From an optimization exercise on the open Yosys and OpenROAD flow, aimed at small area, a short achievable clock period and few clock cycles; shortcuts taken in it are not production practice.
In this exercise RTL edits were held to simulation tests only and were not proved equivalent to the original.
No activity file was given, so power comes from the tool's default toggle rates.

--- config.mk ---
export PLATFORM = sky130hd
export DESIGN_NAME = Controller_module
export DESIGN_NICKNAME = Controller_module
export VERILOG_FILES = /design/flow/design.v
export SDC_FILE = /design/flow/constraint.sdc
export NUM_CORES = 4
export LEC_CHECK = 0
export ABC_AREA = 1
export ABC_CLOCK_PERIOD_IN_PS = 3000
export CAP_MARGIN = 20
export CORE_MARGIN = 2
export CORE_UTILIZATION = 40
export SETUP_SLACK_MARGIN = 1.0
export SLEW_MARGIN = 20
--- constraint.sdc ---
create_clock -name core_clock -period 6.0 [get_ports {working_clock}]
set_input_delay 1.2000 -clock core_clock [delete_from_list [all_inputs] [get_ports {working_clock}]]
set_output_delay 1.2000 -clock core_clock [all_outputs]
set_load 0.01 [all_outputs]
--- design.v ---
module Controller_module (
    input working_clock,
    input reset_machine,
    input controller_change_mode,
    input key_valid,
    input [3:0]key_code,
    output key_ack,
    output reg out_valid,
    output reg out_device,
    output reg [7:0]out_char,
    output editing,
    output halted
    );
    localparam [3:0] S_PAS = 4'b1000, S_CEO = 4'b1001, S_OUP = 4'b1010, S_INP = 4'b1011,
                     S_ADD = 4'b1100, S_SUB = 4'b1101, S_ZER = 4'b1110,
                     S_MOL = 4'b0100, S_MOR = 4'b0101, S_LOL = 4'b0010, S_LOR = 4'b0011,
                     S_END = 4'b0000;
    localparam [2:0] M_EDIT = 3'd0, M_RUN = 3'd1, M_HALT = 3'd2,
                     M_FSCAN = 3'd3, M_BSCAN = 3'd4, M_LOAD0 = 3'd5, M_LOAD1 = 3'd6;
    localparam [2:0] O_ID = 3'd0, O_INC = 3'd1, O_DEC = 3'd2, O_ZER = 3'd3, O_KEY = 3'd4;
    localparam [1:0] K_NOP = 2'd0, K_OPS = 2'd1, K_END = 2'd3;
    reg [2:0] mode;
    wire run = (mode == M_RUN);
    reg [3:0] bank0 [0:31];
    reg [3:0] bank1 [0:31];
    reg [3:0] bank2 [0:31];
    reg [3:0] bank3 [0:31];   
    reg [6:0] cursor;
    reg [6:0] hw;             
    reg [3:0] kreg;           
    reg kv;
    reg [3:0] ksym;
    always @(*) begin
        case (kreg)
        4'h0: ksym = S_ZER;
        4'h1: ksym = S_INP;
        4'h2: ksym = S_OUP;
        4'h3: ksym = S_PAS;
        4'h4: ksym = S_MOL;
        4'h5: ksym = S_SUB;
        4'h6: ksym = S_LOL;
        4'h7: ksym = S_MOR;
        4'h8: ksym = S_ADD;
        4'h9: ksym = S_LOR;
        4'ha: ksym = S_CEO;
        default: ksym = S_END;
        endcase
    end
    wire we = kv && kreg <= 4'hb && cursor != 7'd127;
    always @(posedge working_clock) begin
        if (we && cursor[1:0] == 2'd0) bank0[cursor[6:2]] <= ksym;
        if (we && cursor[1:0] == 2'd1) bank1[cursor[6:2]] <= ksym;
        if (we && cursor[1:0] == 2'd2) bank2[cursor[6:2]] <= ksym;
        if (we && cursor[1:0] == 2'd3) bank3[cursor[6:2]] <= ksym;
    end
    reg [4:0] ri;
    wire [6:0] rp = {ri, 2'b00};
    wire [3:0] gr0 = (rp < hw) ? bank0[ri] : S_END;
    wire [3:0] gr1 = (rp + 7'd1 < hw) ? bank1[ri] : S_END;
    wire [3:0] gr2 = (rp + 7'd2 < hw) ? bank2[ri] : S_END;
    wire [3:0] gr3 = (rp + 7'd3 < hw) ? bank3[ri] : S_END;
    wire [15:0] grp = {gr3, gr2, gr1, gr0};
    reg [31:0] q;
    reg [4:0] g;
    reg [1:0] o;
    wire [6:0] pc = {g, o};
    reg [3:0] w0, w1, w2, w3, w4;    
    always @(*) begin
        case (o)
        2'd0: {w4, w3, w2, w1, w0} = q[19:0];
        2'd1: {w4, w3, w2, w1, w0} = q[23:4];
        2'd2: {w4, w3, w2, w1, w0} = q[27:8];
        default: {w4, w3, w2, w1, w0} = {S_END, q[27:12]};   
        endcase
    end
    function is_op(input [3:0] s);
        is_op = s[3];
    endfunction
    function is_mv(input [3:0] s);
        is_mv = !s[3] && s[2];
    endfunction
    function is_lor(input [3:0] s);
        is_lor = !s[3] && !s[2] && s[1] && s[0];
    endfunction
    function is_lol(input [3:0] s);
        is_lol = !s[3] && !s[2] && s[1] && !s[0];
    endfunction
    function [2:0] op_of(input [3:0] s);
        case (s[2:0])
        3'b100: op_of = O_INC;
        3'b101: op_of = O_DEC;
        3'b110, 3'b111: op_of = O_ZER;
        3'b011: op_of = O_KEY;
        default: op_of = O_ID;
        endcase
    endfunction
    wire [4:0] op = {is_op(w4), is_op(w3), is_op(w2), is_op(w1), is_op(w0)};
    wire [4:0] mv = {is_mv(w4), is_mv(w3), is_mv(w2), is_mv(w1), is_mv(w0)};
    wire [4:0] dr = {w4[0], w3[0], w2[0], w1[0], w0[0]};
    wire [4:0] lr = {is_lor(w4), is_lor(w3), is_lor(w2), is_lor(w1), is_lor(w0)};
    wire [4:0] ll = {is_lol(w4), is_lol(w3), is_lol(w2), is_lol(w1), is_lol(w0)};
    wire [4:0] ki = {w4[2:0] == 3'b011, w3[2:0] == 3'b011, w2[2:0] == 3'b011, w1[2:0] == 3'b011, w0[2:0] == 3'b011};
    wire [4:0] ko = {w4[2:0] == 3'b010, w3[2:0] == 3'b010, w2[2:0] == 3'b010, w1[2:0] == 3'b010, w0[2:0] == 3'b010};
    function okp(input integer i, input integer j);
        okp = !(ki[i] && ki[j]) && !(ko[i] && ko[j]);
    endfunction
    wire a2 = op[0] && op[1] && okp(0, 1);
    wire ca0 = !op[0], ca1 = op[0] && !a2, ca2 = a2;
    wire m1_0 = mv[0], m2_0 = mv[0] && mv[1] && dr[0] == dr[1];
    wire m1_1 = mv[1], m2_1 = mv[1] && mv[2] && dr[1] == dr[2];
    wire m1_2 = mv[2], m2_2 = mv[2] && mv[3] && dr[2] == dr[3];
    wire [4:0] kk;
    assign kk[0] = ca0 && !m1_0;
    assign kk[1] = (ca0 && m1_0 && !m2_0) || (ca1 && !m1_1);
    assign kk[2] = (ca0 && m2_0) || (ca1 && m1_1 && !m2_1) || (ca2 && !m1_2);
    assign kk[3] = (ca1 && m2_1) || (ca2 && m1_2 && !m2_2);
    assign kk[4] = ca2 && m2_2;
    wire [4:0] oka;
    genvar gj;
    generate for (gj = 1; gj < 5; gj = gj + 1) begin : g_oka
        assign oka[gj] = ca0 || (okp(0, gj) && (!ca2 || okp(1, gj)));
    end endgenerate
    assign oka[0] = 1'b0;
    wire [4:0] b1k, b2k;        
    generate for (gj = 0; gj < 5; gj = gj + 1) begin : g_b
        assign b1k[gj] = kk[gj] && op[gj] && oka[gj];
        if (gj < 4) begin : g_b2
            assign b2k[gj] = b1k[gj] && op[gj + 1] && oka[gj + 1] && okp(gj, gj + 1);
        end else begin : g_b2n
            assign b2k[gj] = 1'b0;
        end
    end endgenerate
    wire [4:0] e;
    assign e[0] = kk[0];
    assign e[1] = (kk[1] && !b1k[1]);
    assign e[2] = (kk[2] && !b1k[2]) || (b1k[1] && !b2k[1]);
    assign e[3] = (kk[3] && !b1k[3]) || (b1k[2] && !b2k[2]) || b2k[1];
    assign e[4] = (kk[4] && !b1k[4]) || (b1k[3] && !b2k[3]) || b2k[2];
    wire e5 = (b1k[4] && !b2k[4]) || b2k[3];     
    wire has_r = |(e & lr);
    wire has_l = |(e & ll);
    wire has_br = has_r || has_l;
    wire [5:0] lenh = {(e[4] && has_br) || e5, (e[3] && has_br) || (e[4] && !has_br),
                       (e[2] && has_br) || (e[3] && !has_br), (e[1] && has_br) || (e[2] && !has_br),
                       (e[0] && has_br) || (e[1] && !has_br), e[0] && !has_br};
    wire [3:0] a1 = op[0] ? w0 : S_PAS;
    wire [3:0] a2s = a2 ? w1 : S_PAS;
    wire [2:0] f_mv = ca0 ? {m2_0, dr[0], m1_0} : ca1 ? {m2_1, dr[1], m1_1} : {m2_2, dr[2], m1_2};
    wire [3:0] b1 = b1k[1] ? w1 : b1k[2] ? w2 : b1k[3] ? w3 : b1k[4] ? w4 : S_PAS;
    wire [3:0] b2 = b2k[1] ? w2 : b2k[2] ? w3 : b2k[3] ? w4 : S_PAS;
    wire f_end = lenh[0];
    wire [1:0] f_kind = f_end ? K_END : K_OPS;
    wire [2:0] os1 = {1'b0, o} + 3'd1, os2 = {1'b0, o} + 3'd2, os3 = {1'b0, o} + 3'd3,
               os4 = {1'b0, o} + 3'd4, os5 = {1'b0, o} + 3'd5;
    wire [2:0] osum = ({3{lenh[1]}} & os1) | ({3{lenh[2]}} & os2) | ({3{lenh[3]}} & os3) |
                      ({3{lenh[4]}} & os4) | ({3{lenh[5]}} & os5) | ({3{f_end}} & {1'b0, o});
    wire sh = osum[2];
    wire [4:0] g1 = g + 5'd1, g2 = g + 5'd2, g3 = g + 5'd3;
    wire [38:0] qs_seq = sh ? {g1, osum[1:0], grp, q[31:16]} : {g, osum[1:0], q};
    wire [4:0] ri_seq = sh ? g3 : g2;
    wire [38:0] qs_cur = {g, o, q};
    function [4:0] comp2(input [3:0] x1, input [3:0] x2);    
        reg [1:0] s1;
        reg [2:0] d1;
        begin
            case (x1[2:0])
            3'b100: begin s1 = 2'd0; d1 = 3'd1; end
            3'b101: begin s1 = 2'd0; d1 = 3'b111; end
            3'b110, 3'b111: begin s1 = 2'd1; d1 = 3'd0; end
            3'b011: begin s1 = 2'd2; d1 = 3'd0; end
            default: begin s1 = 2'd0; d1 = 3'd0; end
            endcase
            case (x2[2:0])
            3'b100: comp2 = {s1, d1 + 3'd1};
            3'b101: comp2 = {s1, d1 - 3'd1};
            3'b110, 3'b111: comp2 = {2'd1, 3'd0};
            3'b011: comp2 = {2'd2, 3'd0};
            default: comp2 = {s1, d1};
            endcase
        end
    endfunction
    wire [4:0] f_a5 = comp2(a1, a2s);
    wire [4:0] f_b5 = comp2(b1, b2);
    wire [5:0] f_a = {f_a5[4:3], {f_a5[2], f_a5[2:0]}};
    wire [5:0] f_b = {f_b5[4:3], {f_b5[2], f_b5[2:0]}};
    wire [5:0] f_c = (f_b[5:4] != 2'd0) ? f_b : {f_a[5:4], f_a[3:0] + f_b[3:0]};
    function [7:0] neg(input [3:0] dl);
        neg = 8'd0 - {{4{dl[3]}}, dl};
    endfunction
    wire f_inp = a1 == S_INP || a2s == S_INP || b1 == S_INP || b2 == S_INP;
    wire [3:0] f_out = {b2 == S_OUP, b1 == S_OUP, a2s == S_OUP, a1 == S_OUP};
    wire f_sw_all = (a1 == S_CEO) ^ (a2s == S_CEO) ^ (b1 == S_CEO) ^ (b2 == S_CEO);
    wire f_sw_out = (a1 == S_CEO && (f_out[1] || f_out[2] || f_out[3])) ^
                    (a2s == S_CEO && (f_out[2] || f_out[3])) ^ (b1 == S_CEO && f_out[3]);
    reg [1:0] u_kind;
    reg [5:0] u_a, u_b, u_c;
    reg [7:0] u_bneg, u_cneg;
    reg [2:0] u_mv;
    reg [3:0] u_out;
    reg u_swa, u_swo, u_inp, u_br, u_lol, u_pred, u_pex;
    reg [38:0] ft;            
    reg [38:0] s0, s1;        
    reg [4:0] ft_ri, s0_ri, s1_ri;    
    reg [7:0] rem0, rem1;     
    reg [6:0] sp;             
    reg [6:0] d;              
    reg [6:0] cnt;            
    reg [15:0] pr [0:31];     
    reg [5:0] ptr;
    wire h = ptr[0];
    reg dev;
    wire [7:0] cur = h ? pr[0][15:8] : pr[0][7:0];
    wire active = run && u_kind == K_OPS;
    wire stall = active && u_inp && !key_valid;
    wire go = active && !stall;
    wire [7:0] key8 = {4'd0, key_code};
    function [7:0] apply(input [5:0] c, input [7:0] x);
        apply = ((c[5:4] == 2'd0) ? x : (c[5:4] == 2'd2) ? key8 : 8'd0) + {{4{c[3]}}, c[3:0]};
    endfunction
    reg at0, at1, at62, at63;           
    function [9:0] msel(input [2:0] mv, input hh, input a0, input a1, input a62, input a63);
        reg mr, ml, rr2, rr1, ll2, ll1, mvd;
        begin
            mr = mv[0] && mv[1];
            ml = mv[0] && !mv[1];
            rr2 = mr && mv[2] && !a62 && !a63;
            rr1 = mr && !a63 && !rr2;
            ll2 = ml && mv[2] && !a0 && !a1;
            ll1 = ml && !a0 && !ll2;
            mvd = rr2 || rr1 || ll2 || ll1;
            msel = {rr2, rr1, ll1, ll2,
                    ll2 && !hh, (ll2 && hh) || (ll1 && !hh), (!mvd && !hh) || (ll1 && hh),
                    (!mvd && hh) || (rr1 && !hh), (rr1 && hh) || (rr2 && !hh), rr2 && hh};
        end
    endfunction
    reg [9:0] u_sel;
    wire r2 = u_sel[9], r1 = u_sel[8], l1 = u_sel[7], l2 = u_sel[6];
    wire tm2 = u_sel[5], tm1 = u_sel[4], t0 = u_sel[3], t1 = u_sel[2], t2 = u_sel[1], t3 = u_sel[0];
    wire moved = !(t0 && !h) && !(t1 && h);
    wire [7:0] nb = ({8{tm2}} & pr[31][7:0]) | ({8{tm1}} & pr[31][15:8]) |
                    ({8{t0}} & pr[0][7:0]) | ({8{t1}} & pr[0][15:8]) |
                    ({8{t2}} & pr[1][7:0]) | ({8{t3}} & pr[1][15:8]);
    wire nbeq = (tm2 && pr[31][7:0] == u_bneg) || (tm1 && pr[31][15:8] == u_bneg) ||
                (t0 && pr[0][7:0] == u_bneg) || (t1 && pr[0][15:8] == u_bneg) ||
                (t2 && pr[1][7:0] == u_bneg) || (t3 && pr[1][15:8] == u_bneg);
    wire [7:0] v0 = apply(u_a, cur);
    wire [7:0] vb = apply(u_b, nb);
    wire [7:0] vc = apply(u_c, cur);
    wire [7:0] v1 = moved ? vb : vc;
    wire zb = (u_b[5:4] == 2'd0) ? nbeq : (u_b[5:4] == 2'd2) ? (key8 == u_bneg) : (u_bneg == 8'd0);
    wire zc = (u_c[5:4] == 2'd0) ? (cur == u_cneg) : (u_c[5:4] == 2'd2) ? (key8 == u_cneg) : (u_cneg == 8'd0);
    wire z1 = moved ? zb : zc;
    wire e_lol = active && u_lol;    
    wire e_push = go && u_lol && !z1;
    wire e_skip = go && u_lol && z1;
    wire e_miss = go && u_br && u_pred && z1;        
    wire e_taken = go && u_br && u_pred && !z1;
    wire e_xok = go && u_br && u_pex && z1;          
    wire e_xmiss = go && u_br && u_pex && !z1;       
    wire e_pop_u = go && u_br && !u_pred && !u_pex && z1;
    wire e_back = go && u_br && !u_pred && !u_pex && !z1;
    wire e_end = run && u_kind == K_END;
    wire e_ubr = active && u_br && !u_pred && !u_pex;
    wire e_tbr = active && u_br && u_pred;
    wire e_xbr = active && u_br && u_pex;
    wire top1 = e_lol ? (d == 7'd0) : e_xbr ? (d == 7'd2) : (d == 7'd1);
    wire top2 = e_lol ? (d == 7'd1) : e_xbr ? (d == 7'd3) : (d == 7'd2);
    wire has_top = !e_ubr && (top1 || top2);
    wire [7:0] rem_top = top1 ? rem0 : rem1;
    wire last = !e_lol && (e_tbr ? (rem_top == 8'd2) : (rem_top == 8'd1));
    wire f_pt = has_r && has_top && !last;
    wire f_pex = has_r && has_top && last;
    wire [38:0] cur_top = (d == 7'd1) ? s0 : s1;
    wire [4:0] cur_top_ri = (d == 7'd1) ? s0_ri : s1_ri;
    wire [38:0] top_eff = e_lol ? qs_cur : top1 ? s0 : s1;
    wire [4:0] top_ri = e_lol ? g2 : top1 ? s0_ri : s1_ri;
    wire [6:0] pc_m2 = pc - 7'd2;
    wire [6:0] sp_p1 = sp + 7'd1, sp_m1 = sp - 7'd1;
    reg [3:0] sw;             
    always @(*) begin
        case (sp[1:0])
        2'd0: sw = gr0;
        2'd1: sw = gr1;
        2'd2: sw = gr2;
        default: sw = gr3;
        endcase
    end
    assign key_ack = key_valid && (mode == M_EDIT || (active && u_inp));
    assign editing = (mode == M_EDIT) && !kv;
    assign halted = (mode == M_HALT);
    always @(posedge working_clock) begin
        if (!stall) begin
            u_a <= f_a; u_b <= f_b; u_c <= f_c; u_mv <= f_mv;
            u_bneg <= neg(f_b[3:0]); u_cneg <= neg(f_c[3:0]);
            u_sel <= go ? msel(f_mv, ptr_n[0], ptr_n == 6'd0, ptr_n == 6'd1, ptr_n == 6'd62, ptr_n == 6'd63)
                        : msel(f_mv, h, at0, at1, at62, at63);
            u_out <= f_out; u_swa <= f_sw_all; u_swo <= f_sw_out;
            u_inp <= f_inp; u_br <= has_r; u_lol <= has_l;
            u_pred <= f_pt && mode == M_RUN;
            u_pex <= f_pex && mode == M_RUN;
            ft <= qs_seq;
            ft_ri <= ri_seq;
        end
    end
    always @(posedge working_clock) begin
        if (reset_machine) begin
            mode <= M_EDIT;
            cursor <= 7'd0;
            hw <= 7'd0;
            kv <= 1'b0;
            ptr <= 6'd0;
            {at0, at1, at62, at63} <= 4'b1000;
            dev <= 1'b0;
            out_valid <= 1'b0;
            d <= 7'd0;
            u_kind <= K_NOP;
            ri <= 5'd0;
        end else begin
            out_valid <= go && u_out != 4'd0;
            kv <= key_valid && mode == M_EDIT;
            kreg <= key_code;
            if (kv) begin
                if (kreg <= 4'ha) begin
                    if (cursor != 7'd127) cursor <= cursor + 7'd1;
                    if (cursor == hw && cursor != 7'd127) hw <= hw + 7'd1;
                end else if (kreg == 4'hb) begin
                    if (cursor != 7'd0) cursor <= cursor - 7'd1;
                end
            end
            if (go) begin
                ptr <= ptr_n;
                {at0, at1, at62, at63} <= {ptr_n == 6'd0, ptr_n == 6'd1, ptr_n == 6'd62, ptr_n == 6'd63};
                dev <= dev ^ u_swa;
            end
            if (e_push) begin
                d <= d + 7'd1;
                if (d == 7'd0) begin s0 <= qs_cur; s0_ri <= g2; rem0 <= v1; end
                if (d == 7'd1) begin s1 <= qs_cur; s1_ri <= g2; rem1 <= v1; end
            end
            if (e_taken || e_xmiss) begin
                if (d == 7'd1) rem0 <= rem0 - 8'd1;
                if (d == 7'd2) rem1 <= rem1 - 8'd1;
            end
            if (e_miss || e_xok || e_pop_u) d <= d - 7'd1;
            case (mode)
            M_EDIT: begin
                ri <= {4'd0, ~ri[0]};
                if (ri[0]) q[31:16] <= grp; else q[15:0] <= grp;
                g <= 5'd0;
                o <= 2'd0;
                if (controller_change_mode) begin
                    mode <= M_RUN;
                    ri <= 5'd2;
                end
            end
            M_RUN: begin
                if (e_end) mode <= M_HALT;
                else if (e_skip) begin
                    mode <= M_FSCAN;
                    cnt <= 7'd0;
                    sp <= pc;
                    ri <= pc[6:2];
                    u_kind <= K_NOP;
                end else if (e_back) begin
                    mode <= M_BSCAN;
                    cnt <= 7'd0;
                    sp <= pc - 7'd2;
                    ri <= pc_m2[6:2];
                    u_kind <= K_NOP;
                end else if (e_miss) begin
                    {g, o, q} <= ft;
                    ri <= ft_ri;
                    u_kind <= K_NOP;
                end else if (e_xmiss) begin
                    {g, o, q} <= cur_top;
                    ri <= cur_top_ri;
                    u_kind <= K_NOP;
                end else if (!stall) begin
                    u_kind <= f_kind;
                    if (f_pt) begin
                        {g, o, q} <= top_eff;
                        ri <= top_ri;
                    end else begin
                        {g, o, q} <= qs_seq;
                        ri <= ri_seq;
                    end
                end
            end
            M_FSCAN: begin
                sp <= sp + 7'd1;
                ri <= sp_p1[6:2];
                if (is_lol(sw)) cnt <= cnt + 7'd1;
                if (is_lor(sw)) begin
                    cnt <= cnt - 7'd1;
                    if (cnt == 7'd0) mode <= M_LOAD0;
                end
            end
            M_BSCAN: begin
                sp <= sp - 7'd1;
                ri <= sp_m1[6:2];
                if (is_lor(sw)) cnt <= cnt + 7'd1;
                if (is_lol(sw)) begin
                    cnt <= cnt - 7'd1;
                    if (cnt == 7'd0) begin
                        mode <= M_LOAD0;
                        sp <= sp + 7'd1;
                        ri <= sp_p1[6:2];
                    end
                end
            end
            M_LOAD0: begin
                q[15:0] <= grp;
                ri <= ri + 5'd1;
                mode <= M_LOAD1;
            end
            M_LOAD1: begin
                q[31:16] <= grp;
                g <= sp[6:2];
                o <= sp[1:0];
                ri <= ri + 5'd1;
                mode <= M_RUN;
            end
            default: ;
            endcase
        end
        if (go && u_out != 4'd0) begin
            out_char <= u_out[0] ? cur : u_out[1] ? v0 : u_out[2] ? (moved ? nb : v0) : v1;
            out_device <= dev ^ u_swo;
        end
    end
    wire [5:0] ptr_n = r2 ? ptr + 6'd2 : r1 ? ptr + 6'd1 : l1 ? ptr - 6'd1 : l2 ? ptr - 6'd2 : ptr;
    wire wr = !reset_machine && go;
    wire rot_r = wr && (t2 || t3);
    wire rot_l = wr && (tm2 || tm1);
    wire keep = !reset_machine && !rot_r && !rot_l;
    wire [7:0] vcur = moved ? v0 : v1;
    wire [15:0] x31 = {(go && tm1) ? v1 : pr[31][15:8],
                       (go && tm2) ? v1 : pr[31][7:0]};
    wire [15:0] x0 = {!go ? pr[0][15:8] : h ? vcur : t1 ? v1 : pr[0][15:8],
                      !go ? pr[0][7:0] : !h ? vcur : t0 ? v1 : pr[0][7:0]};
    wire [15:0] x1 = {(go && t3) ? v1 : pr[1][15:8],
                      (go && t2) ? v1 : pr[1][7:0]};
    integer i;
    always @(posedge working_clock) begin
        for (i = 3; i < 30; i = i + 1)
            pr[i] <= ({16{rot_r}} & pr[i + 1]) | ({16{rot_l}} & pr[i - 1]) | ({16{keep}} & pr[i]);
        pr[30] <= ({16{rot_r}} & x31) | ({16{rot_l}} & pr[29]) | ({16{keep}} & pr[30]);
        pr[31] <= ({16{rot_r}} & x0) | ({16{rot_l}} & pr[30]) | ({16{keep}} & x31);
        pr[0] <= ({16{rot_r}} & x1) | ({16{rot_l}} & x31) | ({16{keep}} & x0);
        pr[1] <= ({16{rot_r}} & pr[2]) | ({16{rot_l}} & x0) | ({16{keep}} & x1);
        pr[2] <= ({16{rot_r}} & pr[3]) | ({16{rot_l}} & x1) | ({16{keep}} & pr[2]);
    end
endmodule
--- run.sh ---
#!/bin/bash
# synth_recipe.tcl (not shown) runs the flow's synth.tcl, then flattens the netlist and writes it again
# the make line also repeats each setting of config.mk as NAME=value (left out here)
make -C /OpenROAD-flow-scripts/flow DESIGN_CONFIG=/design/flow/config.mk WORK_HOME=/design/flow/orfs CLKGATE_MAP_FILE= SYNTH_SCRIPT=/design/flow/synth_recipe.tcl finish
==> results by group, run 1 <==
Floorplan
  • CORE AREA: 152000 µm²
  • Rows: 143
  • Initial Util: 0.403
  • Die Y: 395 µm
  • Die X: 395 µm
  • Ports: 21
  • Die area: 156000 µm²

Clock network
  • CTS tree: yes
  • Num CTS Buffers: 146
  • CTS H-Tree Depth: 4
  • CTS Sinks: 1332
  • Clk Latency, worst-skew pair: 0.80 ns
  • Worst-case clock buffer depth: 3
  • Clk root buf: clkbuf_16
  • Reg clk slew, reported paths: 0.05 ns

Pwr
  • PD cells: 496 nW/µm²
  • Tot Pwr: 34.5 mW
  • Max IR drop VDD: 0.731 mV
  • Lkg Pwr: 25.1 nW

Synthesis
  • Area leader, netlist: edfxtp_1
  • Mapped Cells: 6554
  • Ys async rst share: 0
  • Synthesis-stage register bit count: 1332
  • Synth top cells by count: nand2_1 (1462), edfxtp_1 (767), inv_1 (608)
  • Top-count cell post-synth: nand2_1
  • Synth warnings: 2
  • Top post-synthesis cells by area: edfxtp_1 (38%), dfxtp_1 (18%), nand2_1 (9.0%)
  • Ys flop type: edfxtp_1
  • Yosys cell types: 71
  • Sequential area share after synthesis: 0.562
  • Post-Syn Area: 61200 µm²
  • Synth top area share: 0.377
  • Avg Cell Area, Syn: 9.33 µm²
  • Number of flops mapped to enable cells by yosys: 767

Timing
  • Achievable Freq: 202 MHz
  • # setup viols final: 0
  • Slew @ Worst Pin: 1.08 ns
  • RSZ-0062 raised after global routing: true
  • Setup TNS: 0 ns
  • Slew HR: 0.283
  • Final hold vios: 0
  • Slew Limit Fails: 0
  • WHS: 0.465 ns
  • Fin Clk Skew: 0.0634 ns
  • Final period util: 0.826
  • Fin crit period: 4.96 ns
  • Fin worst setup slack: 1.04 ns

Route
  • DRC viols: 0
  • Routed WL per cell: 19.7 µm
  • Post-DRT Antenna Nets: 0
  • First drt pass iteration count: 6
  • DR vias: 48400
  • Routed vias/inst: 5.60
  • Initial DRC count: 4744
  • Drt total wl: 171000 µm

Finish
  • Final Util: 0.458
  • Final instance area: 69500 µm²
  • Layout cells sized above 1: 0.0932
  • Layout overhead on the synthesized area: 13.7%
  • Nets@finish: 6581
  • Finished Layout Cells: 8642

Setup path
  • Worst path arrival time: 5.50 ns
  • Worst R2R End: u_cneg[6]
  • Critical path fanouts, max: 7
  • CP max stage cell: fa_1
  • RR Startpoint: o[1]
  • Crit. End Element: flip-flop
  • Reg2Reg Depth: 32
  • Worst path max stage delay: 0.51 ns
  • Critical path type: reg2reg
  • CP Launch Type: flip-flop
  • WP data required: 6.54 ns
  • CP dominant cell by count: nand2_1
  • Reg-to-reg setup timing slack: 1.04 ns
  • Crit. Startpoint: o[1]

Global route
  • Gr ovfl total: 0
  • GRT Total Usage: 0.211
  • Largest net degree at the start of global routing: 196
  • Initial antenna violation count: 2
  • First-pass GRT wire length: 267000 µm
  • Vias in the first global route: 46400

Run
  • Max cap viols: 0

Status
  • Status: no timing/DRC/antenna violations

Placed design
  • Dpl ws: 0.291 ns
  • Placer Congestion: 0.891
  • DP HPWL: 106000 µm
  • # placed instances: 8316
  • IO Port Bufs: 20
  • Placed cell area: 63300 µm²

Min path
  • Hold Crit Depth: 2
  • Worst min path class: reg2reg
  • Min-delay src: pr[10][13]
  • Min-Delay Endpoint: pr[10][13]
-- report_power, final --
| part | leakage, nW | total, mW | switching [mW] | internal, mW |
|---|---|---|---|---|
| registers | 11.8 | 11.6 | 0.652 | 10.9 |
| clock network | 2.44 | 9.21 | 3.88 | 5.32 |
| logic | 10.9 | 13.7 | 9.03 | 4.67 |
| total | 25.1 | 34.5 | 13.6 | 20.9 |
-- logic make-up (layout without fill, tap and decap cells) --
group	count (synthesis)	in the layout	share of synthesized area
adders and majority gates	79	79	0.0171
and+or+nand+nor	2230	2230	0.148
xor gates and xnor gates	77	77	0.0110
other	1	5	0.0000613
buffers and inverters	1032	1086	0.0658
AOI/OAI and AO/OA	1803	1803	0.196
DFF	1332	1332	0.562
-- what timing repair did --
action / in CTS / in global routing
gates cloned: 1 / 2
resized for setup: 66 / 126
setup endpoints to repair: 60 / 97
setup buffers: 18 / 39
pin swaps: 21 / 52
hold buffers: 0 / 0
-- per-layer routing --
layer | global-route usage | wire length (µm) | share of wire | up-vias
li1 | - | - | - | 23100
met1 | 0.291 | 76400 | 0.45 | 23500
met2 | 0.343 | 79700 | 0.47 | 1493
met3 | 0.0314 | 9920 | 0.058 | 270
met4 | 0.0660 | 4660 | 0.027 | 2
met5 | 0 | 14 | 0.000082 | -
-- how the worst max path moves through the flow --
| stage | slack, ns | to | depth (start not counted) |
|---|---|---|---|
| after global placement | 0.24 | u_cneg[3] | 29 |
| after global routing | 0.79 | u_cneg[3] | 33 |
| final | 1.04 | u_cneg[6] | 32 |
| after floorplan | 1.09 | q[16] | 8 |
| after CTS | 1.0 | u_cneg[6] | 33 |
| after detailed placement | 0.29 | u_cneg[3] | 33 |
-- worst max-delay path: cells and delay by family, from the launching register on --
family / cells / cell delay, ns
buffers and inverters: 10 / 0.99
adders and majority gates: 4 / 1.35
AOI/OAI and AO/OA: 5 / 0.74
DFF: 1 / 0.44
and+or+nand+nor: 13 / 1.19
-- registers in the layout, indices dropped and copies added (netlist names), 8 cells and up, named ones only --
register	count
out_char	8
q	32
rem1	8
pr	512
s0	38
bank0	128
ft	38
bank2	128
rem0	8
bank3	128
u_sel	10
s1	38
bank1	128
-- layout make-up --
cell class,instances,area (µm²)
Antenna cell,1,2.50
Timing Repair Buffer,180,1690
Sequential cell,1332,34400
Multi-Input combinational cell,4193,23400
Clock inverter,76,967
Timing Repair inverter,2,17.5
Fill cell,14300,82400
Inverter,639,2490
Tap cell,2030,2540
Clock buffer,189,4020
-- layout by cell type, fill, tap and decap left out, types with 19 or more instances in the layout --
| cell | n |
|---|---|
| inv_2 | 27 |
| clkbuf_16 | 148 |
| clkinv_2 | 27 |
| nand4_1 | 29 |
| clkbuf_1 | 24 |
| nor2_2 | 19 |
| clkdlybuf4s50_1 | 19 |
| nand2_2 | 33 |
| edfxtp_1 | 767 |
| clkinv_1 | 27 |
| a22oi_1 | 303 |
| a21oi_1 | 281 |
| o21ai_0 | 493 |
| xnor2_1 | 19 |
| buf_4 | 124 |
| o22ai_1 | 55 |
| nor2_1 | 387 |
| nand3_1 | 185 |
| dfxtp_1 | 558 |
| o21ai_1 | 28 |
| inv_1 | 588 |
| o221ai_1 | 256 |
| a221oi_1 | 22 |
| nor2_4 | 28 |
| o211ai_1 | 185 |
| buf_6 | 19 |
| ha_1 | 63 |
| nor3_1 | 50 |
| xor2_1 | 57 |
| a32o_1 | 19 |
| nand2_1 | 1432 |
Testbench counts, summed over its fixed seeds: cycles 24,989.
==> inputs of run 2 (changes only) <==
--- a/design.v
+++ b/design.v
@@ -288,5 +288,5 @@
     assign key_ack = key_valid && (mode == M_EDIT || (active && u_inp));
     assign editing = (mode == M_EDIT) && !kv;
-    assign halted = (mode == M_HALT);
+    assign halted = (mode == M_HALT) || (run && u_kind == K_END && !out_valid);
     always @(posedge working_clock) begin
         if (!stall) begin
--- a/config.mk
+++ b/config.mk
@@ -11,4 +11,4 @@
 export CORE_MARGIN = 2
 export CORE_UTILIZATION = 40
-export SETUP_SLACK_MARGIN = 1.0
+export SETUP_SLACK_MARGIN = 1.5
 export SLEW_MARGIN = 20
==> results by group, run 2 <==
Finish
  • Final Util: 0.465
  • Layout overhead on the synthesized area: 15.4%
  • Max reg flops: 512
  • Top reg by flops: pr
  • Antenna cells: 0
  • Commonest non-fill, non-tap cell in the layout: nand2_1
  • Final instance area: 70500 µm²
  • Nets@finish: 6662
  • Most frequent cells in the layout: nand2_1 (1359), edfxtp_1 (767), inv_1 (623)
  • Fill count: 14400
  • Area of the multi-input gates: 23600 µm²
  • Storage element area: 34400 µm²
  • Layout cells sized above 1: 0.108

Timing
  • Setup TNS: 0 ns
  • Slew Limit Fails: 0
  • Final period util: 0.828
  • Slew HR: 0.175
  • Fin crit period: 4.97 ns
  • RSZ-0062 raised after global routing: true
  • Achievable Freq: 201 MHz
  • # setup viols final: 0
  • Fin Clk Skew: 0.0401 ns
  • Final hold vios: 0
  • Slew @ Worst Pin: 1.23 ns
  • Fin worst setup slack: 1.03 ns

Route
  • DRC viols: 0
  • First drt pass iteration count: 6
  • Routed vias/inst: 5.68
  • Post-DRT Antenna Nets: 0
  • Drt total wl: 178000 µm
  • DR vias: 49500
  • Routed WL per cell: 20.4 µm
  • Initial DRC count: 4752

Synthesis
  • Main combinational cell family by area after synthesis: compound AO/OA/AOI/OAI gates
  • Area leader, netlist: edfxtp_1
  • Sequential area share after synthesis: 0.562
  • Post-Syn Area: 61100 µm²
  • Synth Area in Compound Gates: 0.200
  • Synth warnings: 2
  • Avg Cell Area, Syn: 9.31 µm²
  • Mapped Cells: 6561
  • Synth top cells by count: nand2_1 (1412), edfxtp_1 (767), inv_1 (652)
  • Simple-gate share of the synthesized area: 0.143
  • XOR/XNOR Fraction of Synth Area: 0.0103
  • Synth top area share: 0.377
  • Top post-synthesis cells by area: edfxtp_1 (38%), dfxtp_1 (19%), nand2_1 (8.7%)
  • Synthesis-stage register bit count: 1332
  • Ys flop type: edfxtp_1
  • Top-count cell post-synth: nand2_1
  • Ys async rst share: 0
  • Synth Area in Adders: 0.0172
  • Number of flops mapped to enable cells by yosys: 767
  • Mux cell area share after synthesis: 0.000184
  • Yosys cell types: 70

Floorplan
  • Die area: 156000 µm²
  • Die Y: 395 µm
  • Die X: 395 µm
  • CORE AREA: 152000 µm²
  • Initial Util: 0.403
  • Rows: 143
  • Ports: 21

Global route
  • Largest net degree at the start of global routing: 192
  • Vias in the first global route: 47300
  • Gr ovfl total: 0
  • Initial antenna violation count: 1
  • First-pass GRT wire length: 273000 µm
  • GRT Total Usage: 0.218

Pwr
  • Comb power frac: 0.446
  • Tot Pwr: 37.0 mW
  • PD cells: 525 nW/µm²
  • Switching power: 14.4 mW
  • Lkg Pwr: 25.3 nW
  • Sequential power share: 0.314
  • Clock share of power: 0.240
  • Max IR drop VDD: 0.895 mV
  • Switching Fraction: 0.389
  • Int Pwr: 22.6 mW

Placed design
  • Placer Congestion: 0.938
  • Placed cell area: 63500 µm²
  • IO Port Bufs: 20
  • Dpl ws: 0.379 ns
  • DP HPWL: 107000 µm

Clock network
  • Clk Latency, worst-skew pair: 0.78 ns
  • Reg clk slew, reported paths: 0.06 ns
  • CTS tree: yes
  • CTS Sinks: 1332
  • Num CTS Buffers: 145
  • CTS H-Tree Depth: 4
  • Worst-case clock buffer depth: 3
  • Clk root buf: clkbuf_16

Status
  • Status: no timing/DRC/antenna violations

Setup path
  • Worst path arrival time: 5.48 ns
  • WP data required: 6.51 ns
  • RR Startpoint: o[0]
  • CP dominant cell by count: nand2_1
  • Reg2Reg Depth: 30
  • Critical path type: reg2reg
  • Worst path max stage delay: 0.54 ns
  • CP Launch Type: flip-flop
  • Reg-to-reg setup timing slack: 1.03 ns
  • Critical path fanouts, max: 7
  • CP max stage cell: fa_1
  • Worst R2R End: u_cneg[6]
  • Crit. End Element: flip-flop

Run
  • Max cap viols: 0

Min path
  • Worst min path class: reg2reg
  • Hold Crit Depth: 2
  • Min-Delay Endpoint: at0
  • Min-delay src: at0
-- run 2: changes by cell type after synthesis, sizes merged, moves of 5 or more --
cell / previous run / this run
inv: 630 / 664
o21ai: 536 / 591
a221o: 13 / 8
nand2: 1477 / 1427
o211ai: 199 / 191
buf: 88 / 62
o221ai: 256 / 277
clkbuf: 305 / 330
a31oi: 16 / 9
a22oi: 303 / 278
nor3: 60 / 50
a21oi: 289 / 306
xor2: 57 / 50
o311ai: 13 / 18
-- run 2: power groups by stage --
stage / Sequential [mW] / Combinational (mW) / Clock (mW)
floorplan: 11.4 / 8.53 / 0
global placement: 11.7 / 11.7 / 0
detailed placement: 11.8 / 11.8 / 0
CTS: 11.6 / 15.7 / 9.03
global route: 11.6 / 17.8 / 9.39
finish: 11.6 / 16.5 / 8.87
-- run 2: final cells by class --
cell class / count / share of cell area
flip-flops and latches: 1332 / 0.488
clock inverters: 68 / 0.0106
repair buffers: 253 / 0.0371
repair inverters: 2 / 0.000284
multi-input cells: 4171 / 0.335
inverters: 670 / 0.0374
well taps: 2030 / 0.0360
clock buffers: 192 / 0.0559
-- run 2: timing repair --
item                                    CTS  global route
endpoints found under the setup margin  341           500
gates resized for setup                 217            88
buffers inserted                         77            30
pin swaps                                75            49
cloned                                   10             6
hold buffers                              0             0
-- run 2: critical path, delay by kind of cell, from the launching register on --
kind,cells,cell delay [ns]
and+or+nand+nor,12,1.00
buffers and inverters,8,0.80
DFF,1,0.49
AOI/OAI and AO/OA,6,0.92
adders and majority gates,4,1.48
-- run 2: how the worst max path moves through the flow --
stage               startpoint   endpoint  slack [ns]
finish                    o[0]  u_cneg[6]        1.03
global route              o[0]  u_cneg[6]        0.76
CTS                       o[0]  u_cneg[3]        1.18
detailed placement        o[0]  u_cneg[3]        0.38
global placement          o[0]       q[3]        0.47
floorplan                 o[1]  u_cneg[3]        1.33
-- run 2: cell families after synthesis --
family          after synthesis
simple gates               2163
compound gates             1851
flops                      1332
buf+inv                    1062
fa+ha+maj                    79
xor+xnor                     72
other cells                   1
mux                           1
-- run 2: per-layer routing --
layer  global-route usage  share of wire
met2                0.351           0.47
met4               0.0724          0.029
met5                    0              0
met3               0.0354          0.069
met1                0.299           0.44
-- run 2: metrics by stage --
step           hold WS [ns]  std cells
5_1_grt               0.501       8718
6_report              0.468       8718
3_5_place_dp          0.460       8335
4_1_cts               0.474       8682
2_1_floorplan         0.443       6564
3_3_place_gp          0.456       8335
Testbench counts of run 2, summed over its fixed seeds: cycles 24,921.
==> inputs of run 3 (changes only) <==
--- a/design.v
+++ b/design.v
@@ -184,5 +184,38 @@
     wire [5:0] f_a = {f_a5[4:3], {f_a5[2], f_a5[2:0]}};
     wire [5:0] f_b = {f_b5[4:3], {f_b5[2], f_b5[2:0]}};
-    wire [5:0] f_c = (f_b[5:4] != 2'd0) ? f_b : {f_a[5:4], f_a[3:0] + f_b[3:0]};
+    wire [4:0] sinc, sdec, srst, skey;
+    generate for (gj = 0; gj < 5; gj = gj + 1) begin : g_sf
+        wire [3:0] sy = (gj == 0) ? w0 : (gj == 1) ? w1 : (gj == 2) ? w2 : (gj == 3) ? w3 : w4;
+        assign sinc[gj] = sy[3] && sy[2:0] == 3'b100;
+        assign sdec[gj] = sy[3] && sy[2:0] == 3'b101;
+        assign srst[gj] = sy[3] && (sy[2:1] == 2'b11 || sy[2:0] == 3'b011);
+        assign skey[gj] = sy[3] && sy[2:0] == 3'b011;
+    end endgenerate
+    function [9:0] pre(input integer n);
+        integer i;
+        reg [4:0] live;
+        reg after;
+        reg [1:0] sr;
+        reg [2:0] ci, cd;
+        begin
+            after = 1'b1;
+            sr = 2'd0;
+            for (i = 4; i >= 0; i = i - 1) begin
+                live[i] = (i < n) && after;
+                if (i < n && srst[i] && after) sr = skey[i] ? 2'd2 : 2'd1;
+                if (i < n && srst[i]) after = 1'b0;
+            end
+            ci = {2'b0, sinc[0] & live[0]} + {2'b0, sinc[1] & live[1]} + {2'b0, sinc[2] & live[2]} +
+                 {2'b0, sinc[3] & live[3]} + {2'b0, sinc[4] & live[4]};
+            cd = {2'b0, sdec[0] & live[0]} + {2'b0, sdec[1] & live[1]} + {2'b0, sdec[2] & live[2]} +
+                 {2'b0, sdec[3] & live[3]} + {2'b0, sdec[4] & live[4]};
+            pre = {sr, {1'b0, ci} - {1'b0, cd}, {1'b0, cd} - {1'b0, ci}};
+        end
+    endfunction
+    wire [9:0] pc1_ = pre(1), pc2_ = pre(2), pc3_ = pre(3), pc4_ = pre(4), pc5_ = pre(5);
+    wire [9:0] f_cx = ({10{e[1]}} & pc1_) | ({10{e[2]}} & pc2_) | ({10{e[3]}} & pc3_) |
+                      ({10{e[4]}} & pc4_) | ({10{e5}} & pc5_);
+    wire [5:0] f_c = f_cx[9:4];
+    wire [3:0] f_cn = f_cx[3:0];
     function [7:0] neg(input [3:0] dl);
         neg = 8'd0 - {{4{dl[3]}}, dl};
@@ -292,5 +325,5 @@
         if (!stall) begin
             u_a <= f_a; u_b <= f_b; u_c <= f_c; u_mv <= f_mv;
-            u_bneg <= neg(f_b[3:0]); u_cneg <= neg(f_c[3:0]);
+            u_bneg <= neg(f_b[3:0]); u_cneg <= {{4{f_cn[3]}}, f_cn};
             u_sel <= go ? msel(f_mv, ptr_n[0], ptr_n == 6'd0, ptr_n == 6'd1, ptr_n == 6'd62, ptr_n == 6'd63)
                         : msel(f_mv, h, at0, at1, at62, at63);
--- a/config.mk
+++ b/config.mk
@@ -11,4 +11,4 @@
 export CORE_MARGIN = 2
 export CORE_UTILIZATION = 40
-export SETUP_SLACK_MARGIN = 1.5
+export SETUP_SLACK_MARGIN = 1.0
 export SLEW_MARGIN = 20
==> results by group, run 3 <==
Timing
  • Fin crit period: 4.87 ns
  • WHS: 0.471 ns
  • Slew @ Worst Pin: 1.05 ns
  • Slew Limit Fails: 0
  • # setup viols final: 0
  • Achievable Freq: 205 MHz
  • RSZ-0062 raised after global routing: false
  • Slew HR: 0.295
  • Final period util: 0.812
  • Fin Clk Skew: 0.0594 ns
  • Setup TNS: 0 ns
  • Final hold vios: 0

Placed design
  • DP HPWL: 110000 µm
  • Placer Congestion: 0.918
  • IO Port Bufs: 20

Finish
  • Fill count: 14700
  • Commonest non-fill, non-tap cell in the layout: nand2_1
  • Top reg by flops: pr
  • Max reg flops: 512
  • Most frequent cells in the layout: nand2_1 (1375), edfxtp_1 (766), inv_1 (659)
  • Nets@finish: 6749
  • Layout cells sized above 1: 0.0776
  • Layout overhead on the synthesized area: 11.9%

Global route
  • Initial antenna violation count: 2
  • GR Layer Usage met1: 0.308
  • Met2 GRT Util: 0.334
  • Largest net degree at the start of global routing: 153
  • Vias in the first global route: 46400
  • M3 GR Usage: 0.0298
  • GR peak layer: met2
  • Gr ovfl total: 0
  • GRT Total Usage: 0.214
  • First-pass GRT wire length: 272000 µm

Setup path
  • CP max stage cell: clkdlybuf4s50_1
  • Worst path arrival time: 3.67 ns
  • Critical path cell sequence: inv_1 > nor2_1 > inv_1 > nor2_2 > buf_4 > nand3_1 > o32ai_1 > clkdlybuf4s50_1
  • CP dominant cell by count: inv_1
  • RR Startpoint: o[0]
  • Worst path max stage delay: 0.71 ns
  • Worst R2R End: q[18]
  • WP data required: 4.80 ns
  • Critical path fanouts, max: 33
  • Crit path to: halted
  • Crit. Startpoint: mode[0]
  • Crit. End Element: output pin
  • Reg-to-reg setup timing slack: 1.24 ns
  • CP Launch Type: flip-flop
  • Critical path type: reg2out
  • Reg2Reg Depth: 35

Synthesis
  • Synth warnings: 2
  • Area leader, netlist: edfxtp_1
  • Yosys cell types: 81
  • Avg Cell Area, Syn: 9.30 µm²
  • Synth top area share: 0.368
  • Ys flop type: edfxtp_1
  • Top-count cell post-synth: nand2_1
  • Sequential area share after synthesis: 0.548
  • Synthesis-stage register bit count: 1331
  • Number of flops mapped to enable cells by yosys: 766
  • Top post-synthesis cells by area: edfxtp_1 (37%), dfxtp_1 (18%), nand2_1 (8.3%)
  • Mapped Cells: 6729
  • Ys async rst share: 0
  • Post-Syn Area: 62600 µm²
  • Synth top cells by count: nand2_1 (1383), edfxtp_1 (766), inv_1 (671)

Floorplan
  • Ports: 21
  • Die Y: 400 µm
  • Die X: 400 µm
  • Rows: 145
  • Initial Util: 0.402
  • CORE AREA: 156000 µm²
  • Die area: 160000 µm²

Route
  • DR vias: 49800
  • Post-DRT Antenna Nets: 0
  • First drt pass iteration count: 6
  • Routed WL per cell: 20.0 µm
  • DRC viols: 0
  • Initial DRC count: 4589
  • Drt total wl: 176000 µm
  • Routed vias/inst: 5.66

Run
  • Max cap viols: 0

Clock network
  • Clk root buf: clkbuf_16
  • CTS Sinks: 1331
  • Num CTS Buffers: 146
  • CTS H-Tree Depth: 4
  • Worst-case clock buffer depth: 3
  • Cts hold-fix bufs: 0
  • CTS tree: yes
  • Reg clk slew, reported paths: 0.06 ns
  • Clk Latency, worst-skew pair: 0.78 ns

Min path
  • Worst min path class: reg2reg
  • Hold Crit Depth: 2

Pwr
  • Lkg Pwr: 24.9 nW
  • PD cells: 499 nW/µm²
  • Tot Pwr: 34.9 mW
  • Max IR drop VDD: 0.507 mV

Status
  • Status: no timing/DRC/antenna violations
[run 3: cell type report]
type	count	area (µm²)	share of cell area
sequential	1331	34300	0.490
multi-input combinational	4310	24300	0.347
clock buffer	192	4100	0.0585
inverter	693	2670	0.0381
tap	2058	2570	0.0368
timing repair buffer	142	1310	0.0188
clock inverter	67	737	0.0105
timing repair inverter	1	11.3	0.000161
antenna	1	2.50	0.0000357
[run 3: what timing repair did]
action,CTS,global route
setup buffers,4,21
setup endpoints to repair,96,250
endpoints found under the hold margin,0,0
pin swaps,0,11
cloned,0,2
resized for setup,8,51
[run 3: kinds of logic (layout without fill, tap and decap cells)]
kind of cell / after synthesis / after routing / share of synthesized area
flip-flops: 1331 / 1331 / 0.548
other: 1 / 5 / 0.0000599
adder cells (fa/ha/maj): 116 / 116 / 0.0260
XOR/XNOR: 79 / 79 / 0.0111
AND/OR/NAND/NOR: 2159 / 2160 / 0.141
buffers and inverters: 1092 / 1095 / 0.0680
multiplexers: 5 / 5 / 0.000880
AO/OA/AOI/OAI: 1946 / 1946 / 0.205
[run 3: worst min-delay path by stage]
| stage | start | end | slack (ns) |
|---|---|---|---|
| 2_1_floorplan | pr[29][15] | pr[29][15] | 0.44 |
| 3_3_place_gp | pr[29][15] | pr[29][15] | 0.45 |
| 3_5_place_dp | pr[30][13] | pr[30][13] | 0.46 |
| 4_1_cts | pr[6][3] | pr[5][3] | 0.47 |
| 5_1_grt | dev | dev | 0.50 |
| 6_report | dev | dev | 0.47 |
[run 3: power breakdown]
| group | total [mW] | leakage, nW | internal [mW] | switching [mW] |
|---|---|---|---|---|
| Clock | 8.91 | 2.36 | 5.05 | 3.86 |
| Sequential | 11.6 | 11.8 | 10.9 | 0.737 |
| Combinational | 14.4 | 10.7 | 4.68 | 9.72 |
| Total | 34.9 | 24.9 | 20.6 | 14.3 |
[run 3: per-stage QoR]
step           instance area [µm²]  setup WS (ns)   util  std cells
6_report                     70000           1.13  0.449       8795
5_1_grt                      70000          0.949  0.449       8794
4_1_cts                      69600           1.01  0.447       8771
3_5_place_dp                 64700          0.529  0.415       8508
3_3_place_gp                 64700          0.470  0.415       8508
2_1_floorplan                62600           1.40      -       6732
[run 3: layer usage]
layer	share of wire	wire [µm]
met3	0.065	11500
met1	0.45	79900
met4	0.024	4190
met5	0	0
met2	0.46	80500
[run 3: worst max-delay path: cells and delay by family (launching register included)]
kind / cells / cell delay (ns)
compound gates: 1 / 0.57
buf+inv: 4 / 1.36
flops: 1 / 0.38
simple gates: 3 / 0.59
Testbench counts of run 3, summed over its fixed seeds: cycles 24,921.
==> inputs of run 4 (changes only) <==
--- a/config.mk
+++ b/config.mk
@@ -10,5 +10,6 @@
 export CAP_MARGIN = 20
 export CORE_MARGIN = 2
-export CORE_UTILIZATION = 40
+export CORE_UTILIZATION = 60
+export PLACE_DENSITY = 0.75
 export SETUP_SLACK_MARGIN = 1.0
 export SLEW_MARGIN = 20
==> results by group, run 4 <==
Synthesis
  • Area leader, netlist: edfxtp_1
  • Synth Area in Adders: 0.0260
  • Number of flops mapped to enable cells by yosys: 766
  • Ys flop type: edfxtp_1
  • Synth warnings: 2
  • Avg Cell Area, Syn: 9.30 µm²
  • Sequential area share after synthesis: 0.548
  • Mux cell area share after synthesis: 0.000880
  • Synth top cells by count: nand2_1 (1383), edfxtp_1 (766), inv_1 (671)
  • XOR/XNOR Fraction of Synth Area: 0.0111
  • Top post-synthesis cells by area: edfxtp_1 (37%), dfxtp_1 (18%), nand2_1 (8.3%)
  • Yosys cell types: 81
  • Mapped Cells: 6729
  • Main combinational cell family by area after synthesis: compound AO/OA/AOI/OAI gates
  • Synth Area in Compound Gates: 0.205
  • Synthesis-stage register bit count: 1331
  • Post-Syn Area: 62600 µm²
  • Synth top area share: 0.368
  • Top-count cell post-synth: nand2_1
  • Simple-gate share of the synthesized area: 0.141
  • Ys async rst share: 0

Finish
  • Most frequent cells in the layout: nand2_1 (1374), edfxtp_1 (766), inv_1 (660)
  • Layout cells sized above 1: 0.0735
  • Layout overhead on the synthesized area: 9.79%
  • Final instance area: 68700 µm²
  • Max reg flops: 512
  • Storage element area: 34300 µm²
  • Antenna cells: 0
  • Fill count: 8155
  • Top reg by flops: pr
  • Commonest non-fill, non-tap cell in the layout: nand2_1
  • Area of the multi-input gates: 24300 µm²
  • Nets@finish: 6730

Route
  • DR vias: 51200
  • Drt total wl: 172000 µm
  • Routed WL per cell: 21.2 µm
  • Post-DRT Antenna Nets: 0
  • DRC viols: 0
  • Routed vias/inst: 6.32
  • First drt pass iteration count: 6
  • Initial DRC count: 6702

Setup path
  • Worst path arrival time: 5.35 ns
  • RR Startpoint: o[1]
  • Worst path max stage delay: 0.49 ns
  • Critical path fanouts, max: 11
  • Critical path type: reg2reg
  • WP data required: 6.51 ns
  • Reg2Reg Depth: 27
  • CP dominant cell by count: nand2_1
  • Worst R2R End: u_bneg[2]
  • Crit. End Element: flip-flop
  • Reg-to-reg setup timing slack: 1.16 ns
  • CP Launch Type: flip-flop
  • CP max stage cell: edfxtp_1

Placed design
  • Placed cell area: 63800 µm²
  • DP HPWL: 109000 µm
  • Placer Congestion: 0.952
  • IO Port Bufs: 20

Timing
  • Setup TNS: 0 ns
  • Achievable Freq: 207 MHz
  • Final hold vios: 0
  • # setup viols final: 0
  • Slew Limit Fails: 0
  • Slew HR: 0.228
  • Fin crit period: 4.84 ns
  • RSZ-0062 raised after global routing: true
  • Final period util: 0.806
  • Slew @ Worst Pin: 1.16 ns
  • Fin Clk Skew: 0.0198 ns

Floorplan
  • Die Y: 327 µm
  • Initial Util: 0.605
  • Rows: 118
  • Die X: 327 µm
  • Die area: 107000 µm²
  • Ports: 21
  • CORE AREA: 103000 µm²

Clock network
  • CTS tree: yes
  • Worst-case clock buffer depth: 3
  • Clk Latency, worst-skew pair: 0.77 ns
  • CTS H-Tree Depth: 4
  • Clk root buf: clkbuf_16
  • Cts hold-fix bufs: 0
  • CTS Sinks: 1331
  • Num CTS Buffers: 138
  • Reg clk slew, reported paths: 0.06 ns

Pwr
  • Lkg Pwr: 24.7 nW
  • PD cells: 500 nW/µm²
  • Max IR drop VDD: 0.901 mV

Global route
  • Largest net degree at the start of global routing: 240
  • Gr ovfl total: 0
  • GRT Total Usage: 0.312
  • Initial antenna violation count: 2
  • Vias in the first global route: 47500
  • First-pass GRT wire length: 267000 µm

Run
  • Max cap viols: 0

Min path
  • Min-delay src: dev
  • Hold Crit Depth: 2
  • Worst min path class: reg2reg
  • Min-Delay Endpoint: dev

Status
  • Status: no timing/DRC/antenna violations
==> run 4: cell count changes in the layout (fill, tap and decap cells not counted), moves of 5 or more <==
cell       change
bufinv_16      +6
clkbuf_1       +9
clkinv_16      -8
clkbuf_8       -8
o21ai_0        -5
clkinv_2       -7
clkbuf_16      -7
buf_4          -8
buf_12         -5
==> run 4: worst max-delay path, delay by kind of cell (launching register included) <==
kind                     cells  cell delay [ns]
AO/OA/AOI/OAI                5             1.10
buffers and inverters        4             0.54
AND/OR/NAND/NOR             14             1.43
flip-flops                   1             0.49
adder cells (fa/ha/maj)      3             0.87
XOR/XNOR                     1             0.12
==> run 4: worst max-delay path by stage <==
stage                end       from  slack (ns)  cells past startpoint
2_1_floorplan      q[16]  key_valid        1.40                      5
3_5_place_dp       q[18]       o[1]        0.52                     31
4_1_cts        u_bneg[2]       o[1]        0.99                     22
5_1_grt        u_bneg[2]       o[1]        0.94                     27
6_report       u_bneg[2]       o[1]        1.16                     27
3_3_place_gp   flip-flop       o[1]        0.66                     35
==> run 4: logic make-up (layout without fill, tap and decap cells) <==
group,after synthesis,count (layout)
buffers and inverters,1092,1070
multiplexers,5,5
adder cells (fa/ha/maj),116,116
AND/OR/NAND/NOR,2159,2160
other,1,4
AO/OA/AOI/OAI,1946,1946
flip-flops,1331,1331
XOR/XNOR,79,79
==> run 4: per-layer routing <==
metal  wire [µm]  track usage
met5          10            0
met2       77300        0.477
met1       72500        0.449
met3       15600       0.0475
met4        6230        0.123
==> run 4: where the power goes <==
group / switching (mW) / total, mW / internal [mW]
sequential: 0.707 / 11.6 / 10.9
combinational: 9.78 / 14.4 / 4.64
clock: 3.60 / 8.40 / 4.80
==> run 4: stage by stage <==
step / worst slack [ns] / instances / power, mW / util / hold slack, ns
2_1_floorplan: 1.40 / 6732 / 21.1 / - / 0.441
3_3_place_gp: 0.658 / 7823 / 24.4 / 0.616 / 0.455
3_5_place_dp: 0.521 / 7823 / 24.6 / 0.616 / 0.465
4_1_cts: 0.987 / 8074 / 33.1 / 0.660 / 0.473
5_1_grt: 0.936 / 8091 / 36.2 / 0.664 / 0.485
6_report: 1.16 / 8091 / 34.4 / 0.664 / 0.469
==> run 4: area by class of cell <==
type,count,share of cell area
sequential,1331,0.500
multi-input combinational,4310,0.354
clock buffer,185,0.0556
inverter,693,0.0396
tap,1380,0.0251
timing repair buffer,132,0.0175
clock inverter,60,0.00876
==> run 4: what timing repair did <==
item                                    CTS  global route
endpoints found under the hold margin     0             0
setup buffers                             6            15
pin swaps                                 1            12
gates cloned                              0             2
endpoints found under the setup margin  103           435
gates resized for setup                  13            72
==> inputs of run 5 (changes only) <==
--- a/config.mk
+++ b/config.mk
@@ -10,6 +10,7 @@
 export CAP_MARGIN = 20
 export CORE_MARGIN = 2
-export CORE_UTILIZATION = 60
-export PLACE_DENSITY = 0.75
+export CORE_UTILIZATION = 40
+export CTS_BUF_LIST = sky130_fd_sc_hd__clkbuf_8
+export CTS_CLUSTER_SIZE = 20
 export SETUP_SLACK_MARGIN = 1.0
 export SLEW_MARGIN = 20
==> results by group, run 5 <==
Setup path
  • Crit. End Element: flip-flop
  • WP data required: 6.62 ns
  • CP Launch Type: flip-flop
  • Critical path type: reg2reg
  • RR Startpoint: o[0]
  • Critical path fanouts, max: 10
  • Worst path arrival time: 5.44 ns
  • Crit. Startpoint: o[0]

Pwr
  • Comb power frac: 0.418
  • PD cells: 481 nW/µm²
  • Clock share of power: 0.236
  • Tot Pwr: 33.5 mW
  • Switching Fraction: 0.421
  • Max IR drop VDD: 0.684 mV
  • Sequential power share: 0.346
  • Lkg Pwr: 25.1 nW
  • Switching power: 14.1 mW
  • Int Pwr: 19.4 mW

Timing
  • RSZ-0062 raised after global routing: true
  • Slew Limit Fails: 0
  • Fin Clk Skew: 0.0809 ns
  • # setup viols final: 0
  • Final hold vios: 0
  • Slew HR: 0.330
  • Fin crit period: 4.81 ns
  • Slew @ Worst Pin: 1.00 ns
  • Achievable Freq: 208 MHz
  • Final period util: 0.802
  • Setup TNS: 0 ns
  • Fin worst setup slack: 1.19 ns

Route
  • First drt pass iteration count: 6
  • Post-DRT Antenna Nets: 0
  • DRC viols: 0
  • Initial DRC count: 4611
  • DR vias: 50300
  • Drt total wl: 177000 µm
  • Routed vias/inst: 5.62
  • Routed WL per cell: 19.8 µm

Synthesis
  • Area leader, netlist: edfxtp_1
  • Sequential area share after synthesis: 0.548
  • Ys flop type: edfxtp_1
  • Ys async rst share: 0
  • Avg Cell Area, Syn: 9.30 µm²
  • Top post-synthesis cells by area: edfxtp_1 (37%), dfxtp_1 (18%), nand2_1 (8.3%)
  • Synth top area share: 0.368
  • Post-Syn Area: 62600 µm²
  • Number of flops mapped to enable cells by yosys: 766
  • Synthesis-stage register bit count: 1331
  • Synth warnings: 2
  • Mapped Cells: 6729
  • Synth top cells by count: nand2_1 (1383), edfxtp_1 (766), inv_1 (671)
  • Top-count cell post-synth: nand2_1
  • Yosys cell types: 81

Placed design
  • DP HPWL: 110000 µm
  • IO Port Bufs: 20
  • Placer Congestion: 0.918
  • Dpl ws: 0.529 ns

Global route
  • Initial antenna violation count: 4
  • Largest net degree at the start of global routing: 153
  • GRT Total Usage: 0.215
  • Gr ovfl total: 0
  • First-pass GRT wire length: 274000 µm
  • Vias in the first global route: 47100

Finish
  • Max reg flops: 512
  • Layout overhead on the synthesized area: 11.1%
  • Fill count: 14900
  • Nets@finish: 6824
  • Layout cells sized above 1: 0.0878
  • Commonest non-fill, non-tap cell in the layout: nand2_1
  • Area of the multi-input gates: 24300 µm²
  • Storage element area: 34300 µm²
  • Final Util: 0.446
  • Most frequent cells in the layout: nand2_1 (1373), edfxtp_1 (766), inv_1 (733)
  • Top reg by flops: pr

Min path
  • Worst min path class: reg2reg
  • Min-delay src: pr[10][1]

Floorplan
  • Initial Util: 0.402
  • Die area: 160000 µm²
  • Die Y: 400 µm
  • Die X: 400 µm
  • Ports: 21
  • Rows: 145
  • CORE AREA: 156000 µm²

Clock network
  • CTS tree: yes
  • Clk Latency, worst-skew pair: 0.94 ns
  • Cts hold-fix bufs: 0
  • Num CTS Buffers: 218
  • CTS H-Tree Depth: 4
  • Reg clk slew, reported paths: 0.07 ns
  • Worst-case clock buffer depth: 3
  • Clk root buf: clkbuf_8
  • CTS Sinks: 1331

Run
  • Max cap viols: 0

Status
  • Status: no timing/DRC/antenna violations
## run 5: cell counts after synthesis
Identical to the previous run, type by type.
## run 5: what timing repair did
item | in CTS | in global routing
gates cloned | 0 | 1
endpoints found under the setup margin | 96 | 262
gates resized for setup | 9 | 50
pin swaps | 0 | 12
buffers inserted | 4 | 25
## run 5: worst paths after layout
path	endpoint	slack, ns	cells after the start
hold reg to reg	pr[9][1]	0.47	2
setup reg to reg	u_c[2]	1.19	23
hold / removal	pr[9][1]	0.47	2
setup / recovery	u_c[2]	1.19	23
## run 5: per-layer routing
layer  share of wire  track usage
met1            0.45        0.306
met2            0.46        0.336
met3           0.067       0.0338
met4           0.024       0.0620
met5               0            0
## run 5: layout make-up
class                           count  area share
Inverter                          693      0.0385
Multi-Input combinational cell   4310       0.349
Antenna cell                        3    0.000108
Tap cell                         2058      0.0370
Clock inverter                    154      0.0137
Timing Repair Buffer              146      0.0192
Sequential cell                  1331       0.494
Clock buffer                      247      0.0489
## run 5: power groups by stage
| stage | Combinational, mW | Clock (mW) | Sequential [mW] |
|---|---|---|---|
| 2_1_floorplan | 9.73 | 0 | 11.4 |
| 3_3_place_gp | 12.9 | 0 | 11.8 |
| 3_5_place_dp | 12.9 | 0 | 11.8 |
| 4_1_cts | 13.1 | 8.08 | 11.6 |
| 5_1_grt | 15.4 | 8.47 | 11.6 |
| 6_report | 14.0 | 7.91 | 11.6 |
## run 5: worst max-delay path, stage by stage, from the launching register on
cell and delay [ns]:
edfxtp_1 0.48, buf_4 0.19, ha_4 0.15, buf_4 0.17
nand2_1 0.08, nand2_1 0.05, nor2_1 0.17, nor2_4 0.08
inv_2 0.12, nand2_1 0.10, nor2_1 0.23, inv_1 0.19
nor2_1 0.20, nand2_1 0.15, nor2_1 0.16, fa_1 0.42
inv_1 0.07, fa_1 0.43, inv_1 0.08, ha_1 0.14
inv_1 0.06, fa_1 0.43, xnor2_1 0.21, o211ai_1 0.13
## run 5: cells by family after synthesis
logic type,count (synthesis),synth area share
XOR/XNOR,79,0.0111
adder cells (fa/ha/maj),116,0.0260
flip-flops,1331,0.548
multiplexers,5,0.000880
AND/OR/NAND/NOR,2159,0.141
other,1,0.0000599
buffers and inverters,1092,0.0680
AO/OA/AOI/OAI,1946,0.205
## run 5: metrics by stage
step,cells,instance area [µm²],hold WS [ns]
finish,8942,69600,0.472
global route,8942,69600,0.498
CTS,8913,69100,0.462
detailed placement,8508,64700,0.463
global placement,8508,64700,0.454
floorplan,6732,62600,0.441

[port drivers added, routing unchanged]
The flow's constraints put no driver on any port. The routed layouts listed below were extracted and timed again, unchanged, in two steps. Step 1 (the two cells are an assumption about what drives the block):
set clk [get_ports {working_clock}]
set_driving_cell -lib_cell sky130_fd_sc_hd__clkbuf_16 $clk
set_driving_cell -lib_cell sky130_fd_sc_hd__buf_2 [delete_from_list [all_inputs] $clk]
Step 2 moves the port delays by t, midway between the first and last clock arrival at a register: inputs arrive t later, outputs are due t later. That takes back most of the time a late clock gives input paths. a / b / c = ideal ports / drivers / drivers and shift; a / b = the first two.
| run | t (ns) | setup slack, ns | worst hold slack (ns) | worst register clock-pin slew, ns |
|---|---|---|---|---|
| run 1 | 0.841 | 1.045 / 1.045 / 0.663 | 0.465 / 0.465 / 0.465 | 0.07 / 0.07 |
| run 2 | 0.834 | 1.031 / 1.031 / 0.849 | 0.468 / 0.468 / 0.468 | 0.07 / 0.07 |
| run 3 | 0.840 | 1.126 / 1.045 / 0.531 | 0.471 / 0.471 / 0.471 | 0.07 / 0.07 |
| run 4 | 0.828 | 1.163 / 1.163 / 0.782 | 0.469 / 0.469 / 0.469 | 0.07 / 0.07 |
| run 5 | 0.969 | 1.186 / 1.131 / 0.443 | 0.472 / 0.472 / 0.472 | 0.07 / 0.07 |
After both steps setup and hold are still met in every run listed. For run 5, which loses most, drivers alone change the setup slack by -0.055 ns; drivers and shift together by -0.743 ns.
